Background: an optimization exercise with open tools, aiming at small area, a short achievable clock period and few clock cycles. Do not read the settings as production practice.
Function was checked by simulation only, so behaviour that the tests miss may differ from the original.

[flow/config.mk]
export PLATFORM = sky130hd
export DESIGN_NAME = Milestone1
export DESIGN_NICKNAME = Milestone1
export VERILOG_FILES = /design/flow/design.v
export SDC_FILE = /design/flow/constraint.sdc
export NUM_CORES = 4
export LEC_CHECK = 0
export CAP_MARGIN = 20
export CORE_MARGIN = 2
export CORE_UTILIZATION = 40
export SLEW_MARGIN = 20
[flow/design.v]
typedef enum logic [2:0] {
	S_IDLE,
	S_UART_RX,
	S_Milestone2,
	S_Milestone1
} top_state_type;
typedef enum logic [31:0] {
	M1_IDLE,
	LI_0,
	LI_1,
	LI_2,
	LI_3,
	LI_4,
	LI_5,
	LI_6,
	LI_7,
	LI_8,
	LI_9,
	CC_10,
	CC_11,
	CC_12,
	CC_13,
	CC_14,
	CC_15,
	CC_16,
	CC_17,
	CC_18,
	CC_19,
	CC_20,
	CC_21,
	CC_22,	
	CC_23,
	CC_24,
	CC_25,
	CC_26,
	CC_27,
	CC_28,
	CC_29,
	LO_30,
	LO_31,
	LO_32,
	LO_33,
	LO_34,
	LO_35,
	LO_36,
	LO_37,
	LO_38,
	LO_39,
	LO_40,
	LO_41,
	LO_42,
	LO_43,
	LO_44,
	LO_45,
	LO_46,
	LO_47,
	LO_48,
	LO_49,
	LO_50,
	LO_51,
	LO_52,
	LO_53,
	LO_54,
	LO_55,
	LO_56,
	LO_57,
	LO_58,
	LO_59,
	LO_60,
	LO_61,
	LO_62,
	LO_63,
	LO_64,
	LO_65,
	LO_66,
	LO_finish,
	M1_finish
} M1_state_type;
typedef enum logic [31:0] {
	M2_IDLE,
	LI_FS_0,
	LI_FS_1,
	CC_FS_2,
	CC_FS_3,
	CC_FS_4,
	CC_FS_5,
	CC_FS_6,
	CC_FS_7,
	CC_FS_8,
	CC_FS_9,
	LO_FS_10,
	LO_FS_11,
	LO_FS_12,
	LO_FS_13,
	LO_FS_14,
	LO_FS_15,
	LO_FS_16,
	LO_FS_17,
	LO_FS_17_5,
	LI_CT_18,
	LI_CT_19,
	CC_CT_20,
	CC_CT_21,
	CC_CT_22,
	CC_CT_23,
	CC_CT_24,
	CC_CT_25,
	CC_CT_26,
	CC_CT_27,
	LO_CT_28,
	LO_CT_29,
	LO_CT_30,
	LO_CT_31,
	LO_CT_32,
	LO_CT_33,
	LO_CT_34,
	LI_CS_FS_35,
	LI_CS_FS_35_5,
	LI_CS_FS_36,
	LI_CS_FS_37,
	CC_CS_FS_38,
	CC_CS_FS_39,
	CC_CS_FS_40,
	CC_CS_FS_41,
	CC_CS_FS_42,
	CC_CS_FS_43,
	CC_CS_FS_44,
	CC_CS_FS_45,
	LO_CS_FS_46,
	LO_CS_FS_47,
	LO_CS_FS_48,
	LO_CS_FS_49,
	LO_CS_FS_50,
	LO_CS_FS_51,
	LO_CS_FS_52,
	LI_WS_CT_53,
	LI_WS_CT_54,
	LI_WS_CT_55,
	CC_WS_CT_56,
	CC_WS_CT_57,
	CC_WS_CT_58,
	CC_WS_CT_59,
	CC_WS_CT_60,
	CC_WS_CT_61,
	CC_WS_CT_62,
	CC_WS_CT_63,
	LO_WS_CT_64,
	LO_WS_CT_65,
	LO_WS_CT_66,
	LO_WS_CT_67,
	LO_WS_CT_68,
	LO_WS_CT_69,
	LO_WS_CT_70,
	LO_IF_71,
	L2_finish,
	M2_finish
} M2_state_type;
typedef enum logic [1:0] {
	S_RXC_IDLE,
	S_RXC_SYNC,
	S_RXC_ASSEMBLE_DATA,
	S_RXC_STOP_BIT
} RX_Controller_state_type;
typedef enum logic [2:0] {
	S_US_IDLE,
	S_US_STRIP_FILE_HEADER_1,
	S_US_STRIP_FILE_HEADER_2,
	S_US_START_FIRST_BYTE_RECEIVE,
	S_US_WRITE_FIRST_BYTE,
	S_US_START_SECOND_BYTE_RECEIVE,
	S_US_WRITE_SECOND_BYTE
} UART_SRAM_state_type;
typedef enum logic [3:0] {
	S_VS_WAIT_NEW_PIXEL_ROW,
	S_VS_NEW_PIXEL_ROW_DELAY_1,
	S_VS_NEW_PIXEL_ROW_DELAY_2,
	S_VS_NEW_PIXEL_ROW_DELAY_3,
	S_VS_NEW_PIXEL_ROW_DELAY_4,
	S_VS_NEW_PIXEL_ROW_DELAY_5,
	S_VS_FETCH_PIXEL_DATA_0,
	S_VS_FETCH_PIXEL_DATA_1,
	S_VS_FETCH_PIXEL_DATA_2,
	S_VS_FETCH_PIXEL_DATA_3
} VGA_SRAM_state_type;
`timescale 1ns/100ps
`default_nettype none
module Milestone1(
	 input logic Clock,
	 input logic resetn,
	 input logic start,
	 input logic  [15:0] SRAM_read_data,
	 output logic [15:0] SRAM_write_data,
	 output logic done,
	 output logic SRAM_we_n,
	 output logic [17:0] SRAM_address 
);
M1_state_type M1_state;
logic [17:0] data_counter;  
logic [17:0] y_counter;  
logic [17:0] y_loop_counter;
logic [17:0] RGB_write_counter;
logic [7:0] Y,U,V;  
logic [31:0] Uj,Vj; 
logic [7:0] u_6;  
logic [7:0] u_5;
logic [7:0] u_4;
logic [7:0] u_3;
logic [7:0] u_2;
logic [7:0] u_1;  
logic [7:0] v_6;
logic [7:0] v_5;
logic [7:0] v_4;
logic [7:0] v_3;
logic [7:0] v_2;
logic [7:0] v_1;
parameter 
		U_START_ADDRESS   = 18'd38400,  
		V_START_ADDRESS   = 18'd57600,  
		RGB_START_ADDRESS = 18'd146944,  
		Y_START_ADDRESS = 18'd0;  
logic [17:0] RGB_address;
logic signed[31:0] coeff;  
logic [8:0]  Mult_op_U;  		 
logic signed[8:0] Mult_op_C;   
logic [8:0]  Mult_op_V;  		 
logic [31:0] Mult_op_UVY;  	 
logic [31:0] op_UVY_math;   
logic [31:0] MULTI_RGB; 
logic [15:0] RGB_data[2:0];  
logic [15:0] UVY_data[2:0]; 
logic [31:0] Mult_result_U, Mult_result_V;
logic [63:0] Mult_result_long_U, Mult_result_long_V;
logic [31:0] op_U_extended, op_V_extended, op_C_extended;
logic [31:0] Reven, Geven, Beven, Rodd, Godd, Bodd;
logic [31:0] RE, GE, BE, RO, GO, BO;
always @(posedge Clock or negedge resetn) begin
    if (~resetn)begin
		Mult_op_U <= 9'd0;
		Mult_op_C <= 9'sd0;
		Mult_op_V <= 9'd0;
		Mult_op_UVY <= 32'd0;
		Reven <= 32'd0;
		Geven <= 32'd0;
		Beven <= 32'd0;
		Rodd <= 32'd0;
		Godd <= 32'd0;
		Bodd <= 32'd0;
		UVY_data[0] <= 16'd0;
		UVY_data[1] <= 16'd0;
		UVY_data[2] <= 16'd0;
		coeff <= 32'sd0;
		SRAM_we_n <= 1'b1;	
		SRAM_address <= 18'd0;
		SRAM_write_data <= 16'd0;
		done <= 1'b0;		
		u_6 <= 8'd0;
		u_5 <= 8'd0;
		u_4 <= 8'd0;
		u_3 <= 8'd0;
		u_2 <= 8'd0;
		u_1 <= 8'd0;
		v_6 <= 8'd0;
		v_5 <= 8'd0;
		v_4 <= 8'd0;
		v_3 <= 8'd0;
		v_2 <= 8'd0;
		v_1 <= 8'd0;
		Uj <= 32'd0;
		Vj <= 32'd0;
		Y <= 8'd0;
		U <= 8'd0;
		V <= 8'd0;
		data_counter <= 18'd0;
		y_counter <= 18'd0;
		y_loop_counter <= 18'd0;
		RGB_write_counter <= 18'd0;
		RGB_address <= RGB_START_ADDRESS;
		M1_state <= M1_IDLE;		
	end else begin
		case (M1_state)
		M1_IDLE: begin
			done <= 1'b0;
			if (start) begin
				M1_state <= LI_0;
				SRAM_we_n <= 1'b1;  
				SRAM_address <= data_counter + U_START_ADDRESS;  
				Mult_op_U <= 9'd0;
				Mult_op_C <= 9'sd0;
				Mult_op_V <= 9'd0;
				Mult_op_UVY <= 32'd0;
				Reven <= 32'd0;
				Geven <= 32'd0;
				Beven <= 32'd0;
				Rodd <= 32'd0;
				Godd <= 32'd0;
				Bodd <= 32'd0;
				coeff <= 32'sd0;
				done <= 1'b0;		
				u_6 <= 8'd0;
				u_5 <= 8'd0;
				u_4 <= 8'd0;
				u_3 <= 8'd0;
				u_2 <= 8'd0;
				u_1 <= 8'd0;
				v_6 <= 8'd0;
				v_5 <= 8'd0;
				v_4 <= 8'd0;
				v_3 <= 8'd0;
				v_2 <= 8'd0;
				v_1 <= 8'd0;
				Uj <= 32'd0;
				Vj <= 32'd0;
				Y <= 8'd0;
				U <= 8'd0;
				V <= 8'd0;
			end
		end 
		LI_0: begin
			SRAM_address <= data_counter + V_START_ADDRESS; 
            M1_state <= LI_1;			
		end
		LI_1 : begin
			SRAM_address <= y_counter + Y_START_ADDRESS; 
			data_counter <= data_counter + 18'd1;
			M1_state <= LI_2;
		end
		LI_2 : begin
			UVY_data[2] <= SRAM_read_data; 
			u_4 <= SRAM_read_data[7:0]; 
			u_3 <= SRAM_read_data[15:8]; 
			u_2 <= SRAM_read_data[15:8]; 
			u_1 <= SRAM_read_data[15:8]; 
			Uj <= 32'd128;
			Vj <= 32'd128;
			y_counter <= y_counter + 18'd1;
			M1_state <= LI_3;
		end		
		LI_3 : begin
		   SRAM_address <= data_counter + U_START_ADDRESS; 
			UVY_data[1] <= SRAM_read_data; 
			v_4 <= SRAM_read_data[7:0]; 
			v_3 <= SRAM_read_data[15:8]; 
			v_2 <= SRAM_read_data[15:8]; 
			v_1 <= SRAM_read_data[15:8]; 
			Mult_op_U <= u_1;  
			Mult_op_C <= 9'sd21; 
			Mult_op_V <= SRAM_read_data[15:8]; 
			M1_state <= LI_4;
		end		
		LI_4 : begin
			SRAM_address <= data_counter + V_START_ADDRESS; 
			UVY_data[0] <= SRAM_read_data; 
			Mult_op_U <= u_2;    
			Mult_op_C <= -9'sd52; 
			Mult_op_V <= v_2;
			Uj <= Uj + Mult_result_U;
			Vj <= Vj + Mult_result_V;
			M1_state <= LI_5;	
		end	
		LI_5 : begin
		   Mult_op_U <= u_3;   
			Mult_op_C <= 9'sd159; 
			Mult_op_V <= v_3;
			Uj <= Uj + Mult_result_U;
			Vj <= Vj + Mult_result_V;
			Y <= UVY_data[0][15:8]; 
			U <= UVY_data[2][15:8]; 
			V <= UVY_data[1][15:8]; 
			coeff <= 32'sd76284;  
			Mult_op_UVY <= UVY_data[0][15:8]; 
			data_counter <= data_counter + 18'd1;
			M1_state <= LI_6;
		end	
		LI_6 : begin
		   UVY_data[2] <= SRAM_read_data; 
		   Mult_op_U <= u_4;   
			Mult_op_C <= 9'sd159; 
			Mult_op_V <= v_4;
			Uj <= Uj + Mult_result_U;
			Vj <= Vj + Mult_result_V;
			u_6 <= SRAM_read_data[7:0]; 
			u_5 <= SRAM_read_data[15:8]; 
			coeff <= 32'sd104595;  
			Mult_op_UVY <= V;  
			Reven <= 32'd0 + MULTI_RGB; 
			Geven <= 32'd0 + MULTI_RGB; 
			Beven <= 32'd0 + MULTI_RGB; 
			M1_state <= LI_7;
		end
		LI_7 : begin
		   UVY_data[1] <= SRAM_read_data; 
		   Mult_op_U <= u_5;  
			Mult_op_C <= -9'sd52; 
			Mult_op_V <= SRAM_read_data[15:8]; 
			Uj <= Uj + Mult_result_U;
			Vj <= Vj + Mult_result_V;
			v_6 <= SRAM_read_data[7:0]; 
			v_5 <= SRAM_read_data[15:8]; 
			coeff <= -32'sd25624;  
			Mult_op_UVY <= U;
			Reven <= Reven + MULTI_RGB; 
			M1_state <= LI_8;
		end
		LI_8 : begin
		   Mult_op_U <= u_6;   
			Mult_op_C <= 9'sd21; 
			Mult_op_V <= v_6;
			Uj <= Uj + Mult_result_U;
			Vj <= Vj + Mult_result_V;
			coeff <= -32'sd53281;  
			Mult_op_UVY <= V;
			Geven <= Geven + MULTI_RGB; 
			M1_state <= LI_9;
		end
		LI_9 : begin
			SRAM_address <= data_counter + U_START_ADDRESS; 
			Uj <= (Uj + Mult_result_U) >>> 8;
			Vj <= (Vj + Mult_result_V) >>> 8;
			coeff <= 32'sd132251;  
			Mult_op_UVY <= U;
			Geven <= Geven + MULTI_RGB; 
			M1_state <= CC_10;
		end
		CC_10: begin
			SRAM_address <= data_counter + V_START_ADDRESS; 
			Y <= UVY_data[0][7:0]; 
			U <= Uj[7:0]; 
			V <= Vj[7:0]; 
			u_1 <= u_2; 
			u_2 <= u_3; 
			u_3 <= u_4; 
			u_4 <= u_5; 
			u_5 <= u_6; 
			v_1 <= v_2; 
			v_2 <= v_3; 
			v_3 <= v_4; 
			v_4 <= v_5; 
			v_5 <= v_6; 
			coeff <= 32'sd76284;  
			Mult_op_UVY <= UVY_data[0][7:0];  
			Beven <= Beven + MULTI_RGB; 
			M1_state <= CC_11;
		end
		CC_11: begin
			SRAM_address <= y_counter + Y_START_ADDRESS; 
			Uj <= 32'd128;
			Vj <= 32'd128;
			coeff <= 32'sd104595;  
			Mult_op_UVY <= V;
			Rodd <= 32'd0 + MULTI_RGB; 
			Godd <= 32'd0 + MULTI_RGB; 
			Bodd <= 32'd0 + MULTI_RGB; 
			data_counter <= data_counter + 18'd1;
			M1_state <= CC_12;
		end
		CC_12: begin
			UVY_data[2] <= SRAM_read_data; 
			Mult_op_U <= u_1; 
			Mult_op_C <= 9'sd21; 
			Mult_op_V <= v_1; 
			coeff <= -32'sd25624;  
			Mult_op_UVY <= U;
			Rodd <= Rodd + MULTI_RGB; 
			y_counter <= y_counter + 18'd1;
			M1_state <= CC_13;
		end	
		CC_13: begin
			UVY_data[1] <= SRAM_read_data; 
			u_6 <= UVY_data[2][15:8]; 
			Mult_op_U <= u_2;   
			Mult_op_C <= -9'sd52; 
			Mult_op_V <= v_2;
			Uj <= Uj + Mult_result_U;
			Vj <= Vj + Mult_result_V;
			coeff <= -32'sd53281;  
			Mult_op_UVY <= V;
			Godd <= Godd + MULTI_RGB; 
			M1_state <= CC_14;
		end
		CC_14: begin
			SRAM_address <= RGB_address + RGB_write_counter;
			RGB_write_counter <= RGB_write_counter + 18'd1;
			SRAM_we_n <= 1'b0;  
			SRAM_write_data <= {RE[7:0], GE[7:0]};
			UVY_data[0] <= SRAM_read_data; 
			v_6 <= UVY_data[1][15:8]; 
		   Mult_op_U <= u_3;   
			Mult_op_C <= 9'sd159; 
			Mult_op_V <= v_3;
			Uj <= Uj + Mult_result_U;
			Vj <= Vj + Mult_result_V;
			coeff <= 32'sd132251;  
			Mult_op_UVY <= U;
			Godd <= Godd + MULTI_RGB; 
			M1_state <= CC_15;
		end
		CC_15 : begin
			SRAM_address <= RGB_address + RGB_write_counter;
			RGB_write_counter <= RGB_write_counter + 18'd1;
			SRAM_write_data <= {BE[7:0], RO[7:0]};
			Y <= UVY_data[0][15:8]; 
			U <= u_3; 
			V <= v_3; 
		   Mult_op_U <= u_4;   
			Mult_op_C <= 9'sd159; 
			Mult_op_V <= v_4;
			Uj <= Uj + Mult_result_U;
			Vj <= Vj + Mult_result_V;
			coeff <= 32'sd76284;  
			Mult_op_UVY <= UVY_data[0][15:8]; 
			Bodd <= Bodd + MULTI_RGB; 
			M1_state <= CC_16;
		end
		CC_16 : begin
			SRAM_address <= RGB_address + RGB_write_counter;
			RGB_write_counter <= RGB_write_counter + 18'd1;
			SRAM_write_data <= {GO[7:0], BO[7:0]};
		   Mult_op_U <= u_5;   
			Mult_op_C <= -9'sd52; 
			Mult_op_V <= v_5; 
			Uj <= Uj + Mult_result_U;
			Vj <= Vj + Mult_result_V;
			coeff <= 32'sd104595;  
			Mult_op_UVY <= V;
			Reven <= 32'd0 + MULTI_RGB; 
			Geven <= 32'd0 + MULTI_RGB; 
			Beven <= 32'd0 + MULTI_RGB; 
			M1_state <= CC_17;
		end
		CC_17 : begin
			SRAM_we_n <= 1'b1;  
		   Mult_op_U <= u_6;   
			Mult_op_C <= 9'sd21; 
			Mult_op_V <= v_6;
			Uj <= Uj + Mult_result_U;
			Vj <= Vj + Mult_result_V;
			coeff <= -32'sd25624;  
			Mult_op_UVY <= U;
			Reven <= Reven + MULTI_RGB; 
			M1_state <= CC_18;
		end
		CC_18: begin
			coeff <= -32'sd53281;  
			Mult_op_UVY <= V;
			Geven <= Geven + MULTI_RGB; 
			M1_state <= CC_19;
		end
		CC_19: begin
			Uj <= (Uj + Mult_result_U) >>> 8;
			Vj <= (Vj + Mult_result_V) >>> 8;
			coeff <= 32'sd132251;  
			Mult_op_UVY <= U;
			Geven <= Geven + MULTI_RGB; 
			M1_state <= CC_20;
		end
		CC_20: begin
			Y <= UVY_data[0][7:0]; 
			U <= Uj[7:0]; 
			V <= Vj[7:0]; 
			u_1 <= u_2; 
			u_2 <= u_3; 
			u_3 <= u_4; 
			u_4 <= u_5; 
			u_5 <= u_6; 
			v_1 <= v_2; 
			v_2 <= v_3; 
			v_3 <= v_4; 
			v_4 <= v_5; 
			v_5 <= v_6; 
			coeff <= 32'sd76284;  
			Mult_op_UVY <= UVY_data[0][7:0];  
			Beven <= Beven + MULTI_RGB; 
			M1_state <= CC_21;
		end
		CC_21: begin
			SRAM_address <= y_counter + Y_START_ADDRESS; 
			Uj <= 32'd128;
			Vj <= 32'd128;
			coeff <= 32'sd104595;  
			Mult_op_UVY <= V;
			Rodd <= 32'd0 + MULTI_RGB; 
			Godd <= 32'd0 + MULTI_RGB; 
			Bodd <= 32'd0 + MULTI_RGB; 
			M1_state <= CC_22;
		end
		CC_22: begin
			Mult_op_U <= u_1; 
			Mult_op_C <= 9'sd21; 
			Mult_op_V <= v_1; 
			coeff <= -32'sd25624;  
			Mult_op_UVY <= U;
			Rodd <= Rodd + MULTI_RGB; 
			y_counter <= y_counter + 18'd1;
			M1_state <= CC_23;
		end	
		CC_23: begin
			u_6 <= UVY_data[2][7:0]; 
			Mult_op_U <= u_2;   
			Mult_op_C <= -9'sd52; 
			Mult_op_V <= v_2;
			Uj <= Uj + Mult_result_U;
			Vj <= Vj + Mult_result_V;
			coeff <= -32'sd53281;  
			Mult_op_UVY <= V;
			Godd <= Godd + MULTI_RGB; 
			M1_state <= CC_24;
		end
		CC_24: begin
			SRAM_address <= RGB_address + RGB_write_counter;
			RGB_write_counter <= RGB_write_counter + 18'd1;
			SRAM_we_n <= 1'b0;  
			SRAM_write_data <= {RE[7:0], GE[7:0]};
			UVY_data[0] <= SRAM_read_data; 
			v_6 <= UVY_data[1][7:0]; 
		   Mult_op_U <= u_3;   
			Mult_op_C <= 9'sd159; 
			Mult_op_V <= v_3;
			Uj <= Uj + Mult_result_U;
			Vj <= Vj + Mult_result_V;
			coeff <= 32'sd132251;  
			Mult_op_UVY <= U;
			Godd <= Godd + MULTI_RGB; 
			M1_state <= CC_25;
		end
		CC_25 : begin
			SRAM_address <= RGB_address + RGB_write_counter;
			RGB_write_counter <= RGB_write_counter + 18'd1;
			SRAM_write_data <= {BE[7:0], RO[7:0]};
			Y <= UVY_data[0][15:8]; 
			U <= u_3; 
			V <= v_3; 
		   Mult_op_U <= u_4;   
			Mult_op_C <= 9'sd159; 
			Mult_op_V <= v_4;
			Uj <= Uj + Mult_result_U;
			Vj <= Vj + Mult_result_V;
			coeff <= 32'sd76284;  
			Mult_op_UVY <= UVY_data[0][15:8]; 
			Bodd <= Bodd + MULTI_RGB; 
			M1_state <= CC_26;
		end
		CC_26 : begin
			SRAM_address <= RGB_address + RGB_write_counter;
			RGB_write_counter <= RGB_write_counter + 18'd1;
			SRAM_write_data <= {GO[7:0], BO[7:0]};
		   Mult_op_U <= u_5;   
			Mult_op_C <= -9'sd52; 
			Mult_op_V <= v_5; 
			Uj <= Uj + Mult_result_U;
			Vj <= Vj + Mult_result_V;
			coeff <= 32'sd104595;  
			Mult_op_UVY <= V;
			Reven <= 32'd0 + MULTI_RGB; 
			Geven <= 32'd0 + MULTI_RGB; 
			Beven <= 32'd0 + MULTI_RGB; 
			M1_state <= CC_27;
		end
		CC_27 : begin
			SRAM_we_n <= 1'b1;  
		   Mult_op_U <= u_6;   
			Mult_op_C <= 9'sd21; 
			Mult_op_V <= v_6;
			Uj <= Uj + Mult_result_U;
			Vj <= Vj + Mult_result_V;
			coeff <= -32'sd25624;  
			Mult_op_UVY <= U;
			Reven <= Reven + MULTI_RGB; 
			M1_state <= CC_28;
		end
		CC_28 : begin
			coeff <= -32'sd53281;  
			Mult_op_UVY <= V;
			Geven <= Geven + MULTI_RGB; 
			M1_state <= CC_29;
		end
		CC_29 : begin
			Uj <= (Uj + Mult_result_U) >>> 8;
			Vj <= (Vj + Mult_result_V) >>> 8;
			coeff <= 32'sd132251;  
			Mult_op_UVY <= U;
			Geven <= Geven + MULTI_RGB; 
			if (y_counter - y_loop_counter == 18'd157) begin
				M1_state <= LO_30;  
			end else begin
				M1_state <= CC_10;  
				SRAM_address <= data_counter + U_START_ADDRESS; 
			end
		end
		LO_30: begin
			Y <= UVY_data[0][7:0]; 
			U <= Uj[7:0]; 
			V <= Vj[7:0]; 
			u_1 <= u_2; 
			u_2 <= u_3; 
			u_3 <= u_4; 
			u_4 <= u_5; 
			u_5 <= u_6; 
			u_6 <= u_6; 
			v_1 <= v_2; 
			v_2 <= v_3; 
			v_3 <= v_4; 
			v_4 <= v_5; 
			v_5 <= v_6; 
			v_6 <= v_6; 
			coeff <= 32'sd76284;  
			Mult_op_UVY <= UVY_data[0][7:0];  
			Beven <= Beven + MULTI_RGB; 
			M1_state <= LO_31;
		end
		LO_31: begin
			SRAM_address <= y_counter + Y_START_ADDRESS; 
			Uj <= 32'd128;
			Vj <= 32'd128;
			coeff <= 32'sd104595;  
			Mult_op_UVY <= V;
			Rodd <= 32'd0 + MULTI_RGB; 
			Godd <= 32'd0 + MULTI_RGB; 
			Bodd <= 32'd0 + MULTI_RGB; 
			data_counter <= data_counter + 18'd1;
			M1_state <= LO_32;
		end
		LO_32: begin
			Mult_op_U <= u_1; 
			Mult_op_C <= 9'sd21; 
			Mult_op_V <= v_1; 
			coeff <= -32'sd25624;  
			Mult_op_UVY <= U;
			Rodd <= Rodd + MULTI_RGB; 
			y_counter <= y_counter + 18'd1;
			M1_state <= LO_33;
		end	
		LO_33: begin
			Mult_op_U <= u_2;   
			Mult_op_C <= -9'sd52; 
			Mult_op_V <= v_2;
			Uj <= Uj + Mult_result_U;
			Vj <= Vj + Mult_result_V;
			coeff <= -32'sd53281;  
			Mult_op_UVY <= V;
			Godd <= Godd + MULTI_RGB; 
			M1_state <= LO_34;
		end
		LO_34: begin
			SRAM_address <= RGB_address + RGB_write_counter;
			RGB_write_counter <= RGB_write_counter + 18'd1;
			SRAM_we_n <= 1'b0;  
			SRAM_write_data <= {RE[7:0], GE[7:0]};
			UVY_data[0] <= SRAM_read_data; 
		   Mult_op_U <= u_3;   
			Mult_op_C <= 9'sd159; 
			Mult_op_V <= v_3;
			Uj <= Uj + Mult_result_U;
			Vj <= Vj + Mult_result_V;
			coeff <= 32'sd132251;  
			Mult_op_UVY <= U;
			Godd <= Godd + MULTI_RGB; 
			M1_state <= LO_35;
		end
		LO_35 : begin
			SRAM_address <= RGB_address + RGB_write_counter;
			RGB_write_counter <= RGB_write_counter + 18'd1;
			SRAM_write_data <= {BE[7:0], RO[7:0]};
			Y <= UVY_data[0][15:8]; 
			U <= u_3; 
			V <= v_3; 
		   Mult_op_U <= u_4;   
			Mult_op_C <= 9'sd159; 
			Mult_op_V <= v_4;
			Uj <= Uj + Mult_result_U;
			Vj <= Vj + Mult_result_V;
			coeff <= 32'sd76284;  
			Mult_op_UVY <= UVY_data[0][15:8]; 
			Bodd <= Bodd + MULTI_RGB; 
			M1_state <= LO_36;
		end
		LO_36 : begin
			SRAM_address <= RGB_address + RGB_write_counter;
			RGB_write_counter <= RGB_write_counter + 18'd1;
			SRAM_write_data <= {GO[7:0], BO[7:0]};
		   Mult_op_U <= u_5;   
			Mult_op_C <= -9'sd52; 
			Mult_op_V <= v_5; 
			Uj <= Uj + Mult_result_U;
			Vj <= Vj + Mult_result_V;
			coeff <= 32'sd104595;  
			Mult_op_UVY <= V;
			Reven <= 32'd0 + MULTI_RGB; 
			Geven <= 32'd0 + MULTI_RGB; 
			Beven <= 32'd0 + MULTI_RGB; 
			M1_state <= LO_37;
		end
		LO_37 : begin
			SRAM_we_n <= 1'b1;  
		   Mult_op_U <= u_6;   
			Mult_op_C <= 9'sd21; 
			Mult_op_V <= v_6;
			Uj <= Uj + Mult_result_U;
			Vj <= Vj + Mult_result_V;
			coeff <= -32'sd25624;  
			Mult_op_UVY <= U;
			Reven <= Reven + MULTI_RGB; 
			M1_state <= LO_38;
		end
		LO_38: begin
			coeff <= -32'sd53281;  
			Mult_op_UVY <= V;
			Geven <= Geven + MULTI_RGB; 
			M1_state <= LO_39;
		end
		LO_39: begin
			Uj <= (Uj + Mult_result_U) >>> 8;
			Vj <= (Vj + Mult_result_V) >>> 8;
			coeff <= 32'sd132251;  
			Mult_op_UVY <= U;
			Geven <= Geven + MULTI_RGB; 
			M1_state <= LO_40;
		end
		LO_40: begin
			Y <= UVY_data[0][7:0]; 
			U <= Uj[7:0]; 
			V <= Vj[7:0]; 
			u_1 <= u_2; 
			u_2 <= u_3; 
			u_3 <= u_4; 
			u_4 <= u_5; 
			u_5 <= u_6; 
			u_6 <= u_6; 
			v_1 <= v_2; 
			v_2 <= v_3; 
			v_3 <= v_4; 
			v_4 <= v_5; 
			v_5 <= v_6; 
			v_6 <= v_6; 
			coeff <= 32'sd76284;  
			Mult_op_UVY <= UVY_data[0][7:0];  
			Beven <= Beven + MULTI_RGB; 
			M1_state <= LO_41;
		end
		LO_41: begin
			SRAM_address <= y_counter + Y_START_ADDRESS; 
			Uj <= 32'd128;
			Vj <= 32'd128;
			coeff <= 32'sd104595;  
			Mult_op_UVY <= V;
			Rodd <= 32'd0 + MULTI_RGB; 
			Godd <= 32'd0 + MULTI_RGB; 
			Bodd <= 32'd0 + MULTI_RGB; 
			M1_state <= LO_42;
		end
		LO_42: begin
			Mult_op_U <= u_1; 
			Mult_op_C <= 9'sd21; 
			Mult_op_V <= v_1; 
			coeff <= -32'sd25624;  
			Mult_op_UVY <= U;
			Rodd <= Rodd + MULTI_RGB; 
			y_counter <= y_counter + 18'd1;
			M1_state <= LO_43;
		end	
		LO_43: begin
			Mult_op_U <= u_2;   
			Mult_op_C <= -9'sd52; 
			Mult_op_V <= v_2;
			Uj <= Uj + Mult_result_U;
			Vj <= Vj + Mult_result_V;
			coeff <= -32'sd53281;  
			Mult_op_UVY <= V;
			Godd <= Godd + MULTI_RGB; 
			M1_state <= LO_44;
		end
		LO_44: begin
			SRAM_address <= RGB_address + RGB_write_counter;
			RGB_write_counter <= RGB_write_counter + 18'd1;
			SRAM_we_n <= 1'b0;  
			SRAM_write_data <= {RE[7:0], GE[7:0]};
			UVY_data[0] <= SRAM_read_data; 
		   Mult_op_U <= u_3;   
			Mult_op_C <= 9'sd159; 
			Mult_op_V <= v_3;
			Uj <= Uj + Mult_result_U;
			Vj <= Vj + Mult_result_V;
			coeff <= 32'sd132251;  
			Mult_op_UVY <= U;
			Godd <= Godd + MULTI_RGB; 
			M1_state <= LO_45;
		end
		LO_45 : begin
			SRAM_address <= RGB_address + RGB_write_counter;
			RGB_write_counter <= RGB_write_counter + 18'd1;
			SRAM_write_data <= {BE[7:0], RO[7:0]};
			Y <= UVY_data[0][15:8]; 
			U <= u_3; 
			V <= v_3; 
		   Mult_op_U <= u_4;   
			Mult_op_C <= 9'sd159; 
			Mult_op_V <= v_4;
			Uj <= Uj + Mult_result_U;
			Vj <= Vj + Mult_result_V;
			coeff <= 32'sd76284;  
			Mult_op_UVY <= UVY_data[0][15:8]; 
			Bodd <= Bodd + MULTI_RGB; 
			M1_state <= LO_46;
		end
		LO_46 : begin
			SRAM_address <= RGB_address + RGB_write_counter;
			RGB_write_counter <= RGB_write_counter + 18'd1;
			SRAM_write_data <= {GO[7:0], BO[7:0]};
		   Mult_op_U <= u_5;   
			Mult_op_C <= -9'sd52; 
			Mult_op_V <= v_5; 
			Uj <= Uj + Mult_result_U;
			Vj <= Vj + Mult_result_V;
			coeff <= 32'sd104595;  
			Mult_op_UVY <= V;
			Reven <= 32'd0 + MULTI_RGB; 
			Geven <= 32'd0 + MULTI_RGB; 
			Beven <= 32'd0 + MULTI_RGB; 
			M1_state <= LO_47;
		end
		LO_47 : begin
			SRAM_we_n <= 1'b1;  
		   Mult_op_U <= u_6;   
			Mult_op_C <= 9'sd21; 
			Mult_op_V <= v_6;
			Uj <= Uj + Mult_result_U;
			Vj <= Vj + Mult_result_V;
			coeff <= -32'sd25624;  
			Mult_op_UVY <= U;
			Reven <= Reven + MULTI_RGB; 
			M1_state <= LO_48;
		end
		LO_48 : begin	
			coeff <= -32'sd53281;  
			Mult_op_UVY <= V;
			Geven <= Geven + MULTI_RGB; 
			M1_state <= LO_49;
		end
		LO_49 : begin
			Uj <= (Uj + Mult_result_U) >>> 8;
			Vj <= (Vj + Mult_result_V) >>> 8;
			coeff <= 32'sd132251;  
			Mult_op_UVY <= U;
			Geven <= Geven + MULTI_RGB; 
			M1_state <= LO_50;
		end
		LO_50: begin
			Y <= UVY_data[0][7:0]; 
			U <= Uj[7:0]; 
			V <= Vj[7:0]; 
			u_1 <= u_2; 
			u_2 <= u_3; 
			u_3 <= u_4; 
			u_4 <= u_5; 
			u_5 <= u_6; 
			u_6 <= u_6; 
			v_1 <= v_2; 
			v_2 <= v_3; 
			v_3 <= v_4; 
			v_4 <= v_5; 
			v_5 <= v_6; 
			v_6 <= v_6; 
			coeff <= 32'sd76284;  
			Mult_op_UVY <= UVY_data[0][7:0];  
			Beven <= Beven + MULTI_RGB; 
			M1_state <= LO_51;
		end
		LO_51: begin
			SRAM_address <= y_counter + Y_START_ADDRESS; 
			Uj <= 32'd128;
			Vj <= 32'd128;
			coeff <= 32'sd104595;  
			Mult_op_UVY <= V;
			Rodd <= 32'd0 + MULTI_RGB; 
			Godd <= 32'd0 + MULTI_RGB; 
			Bodd <= 32'd0 + MULTI_RGB; 
			data_counter <= data_counter + 18'd1;
			M1_state <= LO_52;
		end
		LO_52: begin
			Mult_op_U <= u_1; 
			Mult_op_C <= 9'sd21; 
			Mult_op_V <= v_1; 
			coeff <= -32'sd25624;  
			Mult_op_UVY <= U;
			Rodd <= Rodd + MULTI_RGB; 
			y_counter <= y_counter + 18'd1;
			M1_state <= LO_53;
		end	
		LO_53: begin
			Mult_op_U <= u_2;   
			Mult_op_C <= -9'sd52; 
			Mult_op_V <= v_2;
			Uj <= Uj + Mult_result_U;
			Vj <= Vj + Mult_result_V;
			coeff <= -32'sd53281;  
			Mult_op_UVY <= V;
			Godd <= Godd + MULTI_RGB; 
			M1_state <= LO_54;
		end
		LO_54: begin
			SRAM_address <= RGB_address + RGB_write_counter;
			RGB_write_counter <= RGB_write_counter + 18'd1;
			SRAM_we_n <= 1'b0;  
			SRAM_write_data <= {RE[7:0], GE[7:0]};
			UVY_data[0] <= SRAM_read_data; 
		   Mult_op_U <= u_3;   
			Mult_op_C <= 9'sd159; 
			Mult_op_V <= v_3;
			Uj <= Uj + Mult_result_U;
			Vj <= Vj + Mult_result_V;
			coeff <= 32'sd132251;  
			Mult_op_UVY <= U;
			Godd <= Godd + MULTI_RGB; 
			M1_state <= LO_55;
		end
		LO_55 : begin
			SRAM_address <= RGB_address + RGB_write_counter;
			RGB_write_counter <= RGB_write_counter + 18'd1;
			SRAM_write_data <= {BE[7:0], RO[7:0]};
			Y <= UVY_data[0][15:8]; 
			U <= u_3; 
			V <= v_3; 
		   Mult_op_U <= u_4;   
			Mult_op_C <= 9'sd159; 
			Mult_op_V <= v_4;
			Uj <= Uj + Mult_result_U;
			Vj <= Vj + Mult_result_V;
			coeff <= 32'sd76284;  
			Mult_op_UVY <= UVY_data[0][15:8]; 
			Bodd <= Bodd + MULTI_RGB; 
			M1_state <= LO_56;
		end
		LO_56 : begin
			SRAM_address <= RGB_address + RGB_write_counter;
			RGB_write_counter <= RGB_write_counter + 18'd1;
			SRAM_write_data <= {GO[7:0], BO[7:0]};
		   Mult_op_U <= u_5;   
			Mult_op_C <= -9'sd52; 
			Mult_op_V <= v_5; 
			Uj <= Uj + Mult_result_U;
			Vj <= Vj + Mult_result_V;
			coeff <= 32'sd104595;  
			Mult_op_UVY <= V;
			Reven <= 32'd0 + MULTI_RGB; 
			Geven <= 32'd0 + MULTI_RGB; 
			Beven <= 32'd0 + MULTI_RGB; 
			M1_state <= LO_57;
		end
		LO_57 : begin
			SRAM_we_n <= 1'b1;  
		   Mult_op_U <= u_6;   
			Mult_op_C <= 9'sd21; 
			Mult_op_V <= v_6;
			Uj <= Uj + Mult_result_U;
			Vj <= Vj + Mult_result_V;
			coeff <= -32'sd25624;  
			Mult_op_UVY <= U;
			Reven <= Reven + MULTI_RGB; 
			M1_state <= LO_58;
		end
		LO_58: begin
			coeff <= -32'sd53281;  
			Mult_op_UVY <= V;
			Geven <= Geven + MULTI_RGB; 
			M1_state <= LO_59;
		end
		LO_59: begin
			Uj <= (Uj + Mult_result_U) >>> 8;
			Vj <= (Vj + Mult_result_V) >>> 8;
			coeff <= 32'sd132251;  
			Mult_op_UVY <= U;
			Geven <= Geven + MULTI_RGB; 
			M1_state <= LO_60;
		end
		LO_60: begin
			Y <= UVY_data[0][7:0]; 
			U <= Uj[7:0]; 
			V <= Vj[7:0]; 
			coeff <= 32'sd76284;  
			Mult_op_UVY <= UVY_data[0][7:0];  
			Beven <= Beven + MULTI_RGB; 
			M1_state <= LO_61;
		end
		LO_61: begin
			coeff <= 32'sd104595;  
			Mult_op_UVY <= V;
			Rodd <= 32'd0 + MULTI_RGB; 
			Godd <= 32'd0 + MULTI_RGB; 
			Bodd <= 32'd0 + MULTI_RGB; 
			M1_state <= LO_62;
		end
		LO_62: begin
			coeff <= -32'sd25624;  
			Mult_op_UVY <= U;
			Rodd <= Rodd + MULTI_RGB; 
			M1_state <= LO_63;
		end	
		LO_63: begin
			coeff <= -32'sd53281;  
			Mult_op_UVY <= V;
			Godd <= Godd + MULTI_RGB; 
			M1_state <= LO_64;
		end
		LO_64: begin
			SRAM_address <= RGB_address + RGB_write_counter;
			RGB_write_counter <= RGB_write_counter + 18'd1;
			SRAM_we_n <= 1'b0;  
			SRAM_write_data <= {RE[7:0], GE[7:0]};
			coeff <= 32'sd132251;  
			Mult_op_UVY <= U;
			Godd <= Godd + MULTI_RGB; 
			M1_state <= LO_65;
		end
		LO_65 : begin
			SRAM_address <= RGB_address + RGB_write_counter;
			RGB_write_counter <= RGB_write_counter + 18'd1;
			SRAM_write_data <= {BE[7:0], RO[7:0]};
			coeff <= 32'sd76284;  
			Mult_op_UVY <= UVY_data[0][15:8]; 
			Bodd <= Bodd + MULTI_RGB; 
			M1_state <= LO_66;
		end
		LO_66 : begin
			SRAM_address <= RGB_address + RGB_write_counter;
			RGB_write_counter <= RGB_write_counter + 18'd1;
			SRAM_write_data <= {GO[7:0], BO[7:0]};
			M1_state <= LO_finish;
		end
      LO_finish : begin
			SRAM_we_n <= 1'b1;  
			if (y_counter == 18'd38400) begin  
				M1_state <= M1_finish;
			end
			else begin  
				data_counter <= data_counter - 18'd2;
				y_loop_counter <= y_counter;
				M1_state <= M1_IDLE;
			end
		end
		M1_finish : begin
			done <= 1'b1;
			M1_state <= M1_IDLE;
		end
		default : M1_state <= M1_IDLE;
		endcase
	end  
end
assign op_U_extended = {23'd0, Mult_op_U};  
assign op_C_extended = {{23{Mult_op_C[8]}},Mult_op_C};  
assign op_V_extended = {23'd0, Mult_op_V};  
assign Mult_result_long_U = op_U_extended * op_C_extended;
assign Mult_result_U = Mult_result_long_U[31:0];
assign Mult_result_long_V = op_V_extended * op_C_extended;
assign Mult_result_V = Mult_result_long_V[31:0];
assign op_UVY_math = (coeff == 32'sd76284) ? Mult_op_UVY - 32'd16 : Mult_op_UVY - 32'd128; 
assign MULTI_RGB = coeff * op_UVY_math;  
assign RE = (Reven[31]) ? 8'd0 : (|Reven[30:24]) ? 8'd255 : Reven[23:16];
assign GE = (Geven[31]) ? 8'd0 : (|Geven[30:24]) ? 8'd255 : Geven[23:16];
assign BE = (Beven[31]) ? 8'd0 : (|Beven[30:24]) ? 8'd255 : Beven[23:16];
assign RO = (Rodd[31]) ? 8'd0 : (|Rodd[30:24]) ? 8'd255 : Rodd[23:16];
assign GO = (Godd[31]) ? 8'd0 : (|Godd[30:24]) ? 8'd255 : Godd[23:16];
assign BO = (Bodd[31]) ? 8'd0 : (|Bodd[30:24]) ? 8'd255 : Bodd[23:16];
endmodule
[flow/constraint.sdc]
create_clock -name core_clock -period 11.0 [get_ports {Clock}]
set_input_delay 2.2000 -clock core_clock [delete_from_list [all_inputs] [get_ports {Clock}]]
set_output_delay 2.2000 -clock core_clock [all_outputs]
set_load 0.01 [all_outputs]
[flow/run.sh]
#!/bin/bash
# synth_recipe.tcl (not shown) runs the flow's synth.tcl, then flattens the netlist and writes it again
# the make line also repeats each setting of config.mk as NAME=value (left out here)
make -C /OpenROAD-flow-scripts/flow DESIGN_CONFIG=/design/flow/config.mk WORK_HOME=/design/flow/orfs CLKGATE_MAP_FILE= SYNTH_SCRIPT=/design/flow/synth_recipe.tcl finish
==> notes.md <==
worst-skew pair later-pin latency ~0.69 ns; Setup crit end kind flop; Final Hold Viols 0; vias per inst 5.64; Routed WL 158 mm; Synth top area share 0.259; simple-gate share of the synthesized area 0.127; largest net degree at the start of global routing 162; hpwl dp 121 mm; most frequent CP cell fa_1; cts-stage hold buffer count 0; clk_skew 0.0487 ns; largest family of logic cells by synthesized area adder cells; 1st-iter DRT viols 3733; setup tns final 0 ns; DRC 0; crit path buf inv count 7; Clock Path Buffers 3; number of max-cap violations 0; root buf cell clkbuf_16; Routed WL per cell between 20 and 25 um; Fill cells 13100; FFs w/ async S/R, synth 1.00; number of antenna violations at the first check in global routing 11; sequential-to-total area share from yosys stat 0.259; final period demand of the worst path 10.34 ns; Hold Crit Start U[5]; Cells after Synth 5813; Mean Syn Cell Area 9.50 sq um; Post-Synth XOR/XNOR Area 0.0566; DIE HEIGHT 376 um; GRT Resource Usage Total 0.225; largest area contributor in the netlist dfrtp_1; Yosys warning count 2; Most used DFF post-synth dfrtp_1; worst reg2reg startpoint coeff[17]; Compound-Gate Fraction of Synth Area 0.179; Final Cycle Share 0.940; reg2reg path depth 37; vias in the first global route between 40000 and 50000; gpl congestion 0.936; worst hold stages 2; Routed Antenna Nets 0; Hold Path End U[5]; I/O pin cnt 55; first-pass GRT wire length around 250 mm; CP max stage delay 0.59 ns; via count around 43000; initial core utilization 0.402; Worst-Margin Slew 1.10 ns; grt total ovfl 0; WS Path Type reg2reg; RSZ-0062 raised after global routing no; Layout Nets 6844; HP Class reg2reg; DR pass1 iterations 7; Adder-Cell Fraction of Synth Area 0.293; Critical Path Slowest Stage Cell fa_1; WP data arrival 10.88 ns; Finished Cell Area 60600 sq um; Port Buffers 54; Worst R2R Setup Slack between 0.6 and 0.7 ns; Max Fanout on Critical Path 13; number of core rows 136; EDFF count, synth 0; CP required roughly 12 ns; core footprint 137000 sq um; Area Growth Syn to Fin 9.71%; fraction of layout cells with a size suffix above 1 0.0616; final setup violation count 0; Rel. slew slack 0.264; Synth area leaders dfrtp_1 26%, fa_1 18%, ha_1 11%; mux contribution to synthesized area 0.0178; CTS tree yes; end of the worst register-to-register path Rodd[31]; Die X 376 um; Hold WS 0.475 ns; fmax roughly 97 MHz; mapped cell area 55200 sq um; antenna cell count 0; Crit path max-delay family adder cells; startpoint types flop; Yosys reg bits around 570; Die Area around 140000 sq um; TritonCTS Sinks between 500 and 600; Post-DP Area roughly 58000 sq um; library cells used by synthesis 98; H-tree depth 3; clock buffer count from CTS 71; Clock Pin Slew Worst Setup and Hold Paths 0.06 ns; Pins Over Slew Limit 0; status complete, no violations
==> synth_stat cells, types with 53 or more instances <==
| cell type | n |
|---|---|
| a222oi_1 | 103 |
| xnor2_1 | 230 |
| fa_1 | 509 |
| a21o_1 | 90 |
| mux2_2 | 72 |
| and2_1 | 184 |
| dfrtp_1 | 571 |
| clkbuf_1 | 149 |
| nor2_1 | 277 |
| nand3_1 | 88 |
| inv_1 | 771 |
| o21ai_0 | 288 |
| ha_1 | 480 |
| a221o_1 | 163 |
| xor2_1 | 123 |
| nand2_1 | 501 |
| a22oi_1 | 53 |
| nand2b_1 | 67 |
| nor3_1 | 80 |
| a21oi_1 | 278 |
==> cell families after synthesis <==
| logic type | after synthesis |
|---|---|
| xor gates and xnor gates | 355 |
| AOI/OAI and AO/OA | 1392 |
| DFF | 572 |
| buffers and inverters | 969 |
| other | 1 |
| muxes | 88 |
| and+or+nand+nor | 1447 |
| adders and majority gates | 989 |
==> through the flow <==
step / worst slack, ns / instances / util
2_1_floorplan: 1.50 / 5818 / -
3_3_place_gp: 0.573 / 7555 / 0.422
3_5_place_dp: 0.419 / 7555 / 0.422
4_1_cts: 0.373 / 7686 / 0.441
5_1_grt: 0.00926 / 7688 / 0.441
6_report: 0.656 / 7688 / 0.441
==> repair_timing <==
item	in CTS	in global routing
endpoints found under the setup margin	0	14
endpoints found under the hold margin	0	0
gates resized for setup	0	10
setup buffers	0	2
==> cell type report <==
type | instances | area, sq um | share of cell area
clock buffers | 104 | 2070 | 0.0342
clock inverters | 27 | 413 | 0.00681
flip-flops and latches | 572 | 14300 | 0.236
repair buffers | 140 | 1220 | 0.0201
inverters | 774 | 2910 | 0.0480
well taps | 1794 | 2240 | 0.0370
multi-input cells | 4277 | 37400 | 0.618
==> flip-flops by register name, summed over array words and instances, names as in the netlist, 32 cells and up <==
name,count
Beven,32
Bodd,32
Geven,32
Godd,32
Reven,32
Rodd,32
UVY_data,48
Uj,32
Vj,32
==> cell usage in the layout, fill, tap and decap left out, types with 27 or more instances in the layout <==
cell / instances
a221o_1: 163
clkdlybuf4s50_1: 53
nand4_1: 27
nor2b_1: 42
nand3_1: 88
dfrtp_1: 571
a22oi_1: 53
and2_1: 183
mux2_2: 72
xnor2_1: 229
a41oi_1: 32
xor2_1: 122
nor3_1: 78
a21oi_1: 276
nand2b_1: 67
inv_1: 771
ha_1: 480
a21o_1: 90
a211oi_1: 36
a222oi_1: 103
and3_1: 33
o21ai_0: 284
o21bai_1: 41
o211ai_1: 51
nor2_1: 272
o21a_1: 37
clkbuf_16: 72
a31oi_1: 28
fa_1: 509
nand2_1: 501
buf_4: 84
or3_1: 32
==> layer usage <==
layer,vias to the layer above,part of all wire,track usage
met4,14,0.030,0.0705
met2,1154,0.47,0.371
li1,20300,-,-
met1,21600,0.45,0.306
met5,-,0.00054,0
met3,279,0.050,0.0304
==> tightest hold or removal path: stages (launching register included) <==
cell,delay (ns)
dfrtp_1,0.34
nand2_1,0.05
nand2_1,0.05
==> worst max-delay path by stage <==
stage          cells after the start  startpoint  slack [ns]       end
5_1_grt                           35   coeff[17]       0.009  Bodd[31]
3_3_place_gp                      32   coeff[17]        0.57  Godd[31]
4_1_cts                           37   coeff[30]        0.37  Bodd[31]
6_report                          37   coeff[17]        0.66  Rodd[31]
2_1_floorplan                     38   coeff[30]        1.50  Bodd[31]
3_5_place_dp                      38   coeff[30]        0.42  Godd[31]
Testbench counts, summed over its fixed seeds: cycles 2,316,966.

what the ideal ports hide:
No port has a modelled driver above. Below, the same layout with a new extraction and two added sets of constraints. Step 1 assumes that a clkbuf_16 drives the clock port and a buf_2 every other input. Step 2 moves the port delays by t, midway between the first and last clock arrival at a register: inputs arrive t later, outputs are due t later. That takes back most of the time a late clock gives input paths. Slacks: ideal ports / drivers / drivers and shift; pairs: ideal ports / drivers.
shift t [ns]: 0.746
setup slack, ns: 0.656 / 0.656 / 0.656
worst slew at a driven data input, ns: 0.10
After both steps this run still meets setup and hold. For this run, drivers alone change the setup slack by 0.000 ns; drivers and shift together by 0.000 ns.
